What follows belongs to an exercise in optimizing a design on an open flow for small area; a production flow would make more cautious choices.
Function was checked by simulation only, so behaviour that the tests miss may differ from the original.

run 1:
Design VM, start of the top module:
module VM ( i_product,
            i_money,
            i_buy,
            i_clk,
            i_rst_n,
            o_product,
            o_change,
            o_busy,
            o_no_change,
            o_strobe,
            o_need_more_money,
            o_future_change,
            o_empty);
export LEC_CHECK = 0
export CAP_MARGIN = 5
export CORE_MARGIN = 2
export CORE_UTILIZATION = 65
export GPL_TIMING_DRIVEN = 0
export PLACE_DENSITY = 0.8
export SLEW_MARGIN = 5
create_clock -name core_clock -period 12.0 [get_ports {i_clk}]
standard.sh (not shown) runs the stock make flow with config.mk's settings and CLKGATE_MAP_FILE= SYNTH_SCRIPT=/design/flow/synth_recipe.tcl, a recipe that flattens the netlist after the stock synthesis.
==> flow/flow/run.sh <==
#!/bin/bash
# Own layout flow: the standard layout (standard.sh), with
#  - an area-oriented ABC script for the combinational logic (registers are mapped as in the
#    standard synthesis, before ABC runs, so they keep their names and cells),
#  - the smallest buffer on each input and output port,
#  - a clock tree without dummy loads.
# Each tool's full output is in orfs/logs/; make's output is in flow.log here.
set -euo pipefail
W=$PWD
F=$W/flow
cat > "$W/own_synth.tcl" <<EOT
proc abc {args} {
  set i [lsearch -exact \$args -script]
  if {\$i >= 0} { lset args [expr {\$i + 1}] $F/abc_area.script }
  yosys abc {*}\$args
}
source $W/synth_recipe.tcl
EOT
CTS="-sink_clustering_enable -repair_clock_nets -dont_use_dummy_load"
[[ -f $F/cts_args ]] && CTS=$(cat "$F/cts_args")
bash "$W/standard.sh" "SYNTH_SCRIPT=$W/own_synth.tcl" \
  "BUFFER_PORTS_ARGS=-buffer_cell sky130_fd_sc_hd__buf_1" \
  "CTS_ARGS=$CTS" finish > "$W/flow.log" 2>&1
==> flow/flow/abc_area.script <==
strash
&get -n
&st
&synch2
&if -K 6 -a
&mfs
&st
&synch2
&if -K 6 -a
&mfs
&st
&dch -f
&nf -R 1000
&put
topo
dnsize -c
==> flow/flow/cts_args <==
-sink_clustering_enable -repair_clock_nets -dont_use_dummy_load -buf_list sky130_fd_sc_hd__clkbuf_8 -sink_clustering_size 24 -sink_clustering_max_diameter 120
Run 1: no failed stages, no open violations at the end
[inputs] run 2 vs run 1
Settings: swapping 5 for 20 in CAP_MARGIN; swapping 0.8 for 0.75 in PLACE_DENSITY; swapping 65 for 60 in CORE_UTILIZATION; swapping 5 for 20 in SLEW_MARGIN.
Notes after the runs:
Side by side, layout buffering overhead excluding clock cells turned out higher in run 2 than in run 1.
Count of flip-flops and latches came out exactly the same in run 2 and run 1.
Run 2 vs. run 1: non-clock buffer count has increased.
Compared to run 1, the router laid down more metal wire for run 2.
## Diff of input files: run 3 against run 2
Settings: CORE_UTILIZATION: 60 -> 65; SLEW_MARGIN: 20 -> 5; CAP_MARGIN: 20 -> 5; PLACE_DENSITY: 0.75 -> 0.8.
==> flow/flow/run.sh <==
#!/bin/bash
# Own layout flow: the standard layout (standard.sh), with
#  - an area-oriented ABC script for the combinational logic and no quick ABC pass inside
#    Yosys's synth (registers are mapped as in the standard synthesis, before ABC runs, so
#    they keep their names and cells),
#  - the smallest buffer on each input and output port,
#  - a clock tree without dummy loads.
# Each tool's full output is in orfs/logs/; make's output is in flow.log here.
set -euo pipefail
W=$PWD
F=$W/flow
# synth_recipe.tcl with Yosys's quick ABC pass inside synth skipped (-noabc), so that the
# full adders are extracted from the RTL's own adder structure, and ABC's final mapping run
# with the area script.
{
  cat <<EOT
proc abc {args} {
  set i [lsearch -exact \$args -script]
  if {\$i >= 0} { lset args [expr {\$i + 1}] $F/abc_area.script }
  yosys abc {*}\$args
}
EOT
  sed 's/yosys synth -nofsm -noshare /yosys synth -nofsm -noshare /' "$W/synth_recipe.tcl"
} > "$W/own_synth.tcl"
CTS="-sink_clustering_enable -repair_clock_nets -dont_use_dummy_load"
[[ -f $F/cts_args ]] && CTS=$(cat "$F/cts_args")
# further make variables, one per line
EXTRA=()
if [[ -f $F/make_args ]]; then mapfile -t EXTRA < "$F/make_args"; fi
bash "$W/standard.sh" "SYNTH_SCRIPT=$W/own_synth.tcl" \
  "BUFFER_PORTS_ARGS=-buffer_cell sky130_fd_sc_hd__buf_1" \
  "CTS_ARGS=$CTS" "${EXTRA[@]}" finish > "$W/flow.log" 2>&1
==> flow/flow/make_args (new file) <==
RECOVER_POWER=100
==> comparison <==
Although run 3 finished all stages, its layout failed final checks on max-capacitance violations, max-slew violations. Between run 3 and run 2, it is run 3 whose die area is lower, by 0.0012 mm². Summary of run 3 over run 2: number of design-rule violations left by the first detailed-router iteration moved up. [compare] base=run 2 new=run 3: cell count now sits lower; half-perimeter wire length after detailed placement moved down. Looking at layout-stage area growth over the synthesis result, run 3 sits 2.4 points lower than run 2 does. Run 3 against run 2: relative area of non-clock buffer cells in the final design went down; wire length of the first global-routing pass went down by 1.7 mm. When the final numbers for run 3 and run 2 were put side by side, the flip-flop and latch share of the layout cell area turned out to be smaller in run 2.
Changes in run 4 relative to run 3:
Settings: changing SLEW_MARGIN from 5 to 20; changing CORE_UTILIZATION from 65 to 40; removing PLACE_DENSITY (formerly 0.8); changing CAP_MARGIN from 5 to 20.
==> flow/flow/run.sh <==
#!/bin/bash
# Own layout flow: the standard layout (standard.sh), with
#  - an area-oriented ABC script for the combinational logic (registers are mapped as in the
#    standard synthesis, before ABC runs, so they keep their names and cells),
#  - the smallest buffer on each input and output port,
#  - a clock tree without dummy loads.
# Each tool's full output is in orfs/logs/; make's output is in flow.log here.
set -euo pipefail
W=$PWD
F=$W/flow
cat > "$W/own_synth.tcl" <<EOT
proc abc {args} {
  set i [lsearch -exact \$args -script]
  if {\$i >= 0} { lset args [expr {\$i + 1}] $F/abc_area.script }
  yosys abc {*}\$args
}
source $W/synth_recipe.tcl
EOT
CTS="-sink_clustering_enable -repair_clock_nets -dont_use_dummy_load"
[[ -f $F/cts_args ]] && CTS=$(cat "$F/cts_args")
bash "$W/standard.sh" "SYNTH_SCRIPT=$W/own_synth.tcl" \
  "BUFFER_PORTS_ARGS=-buffer_cell sky130_fd_sc_hd__buf_1" \
  "CTS_ARGS=$CTS" finish > "$W/flow.log" 2>&1
removed: flow/flow/make_args
Notes after the runs:
- From run 3 to run 4, synthesized area did not move at all.
- Of run 3 and run 4, only run 4 finishes the flow clean.
- Summary of run 4 over run 3: post-layout worst setup margin saw an increase, filler cell count in the final layout now sits higher.

[re-timing with driven ports]
No port has a modelled driver above. Below, the same layouts with a new extraction and two added sets of constraints. Step 1 (the two cells are an assumption about what drives the block):
set clk [get_ports {i_clk}]
set_driving_cell -lib_cell sky130_fd_sc_hd__clkbuf_16 $clk
set_driving_cell -lib_cell sky130_fd_sc_hd__buf_2 [delete_from_list [all_inputs] $clk]
Step 2 moves the port delays by t, midway between the first and last clock arrival at a register: inputs arrive t later, outputs are due t later. That takes back most of the time a late clock gives input paths. Three values: ideal ports, drivers, drivers and shift; two values: the first two.
run | t, ns | slack for setup (ns) | hold slack, ns | worst setup path at the end | worst slew at a driven data input, ns
run 1 | 0.484 | 0.488 / 0.449 / 0.890 | 0.471 / 0.471 / 0.471 | input to output | 0.06
run 2 | 0.490 | 0.499 / 0.458 / 0.867 | 0.476 / 0.476 / 0.476 | input to output | 0.06
run 3 | 0.486 | 0.450 / 0.411 / 0.882 | 0.472 / 0.472 / 0.472 | input to output | 0.06
run 4 | 0.488 | 0.494 / 0.452 / 0.940 | 0.475 / 0.475 / 0.475 | register to output | 0.06
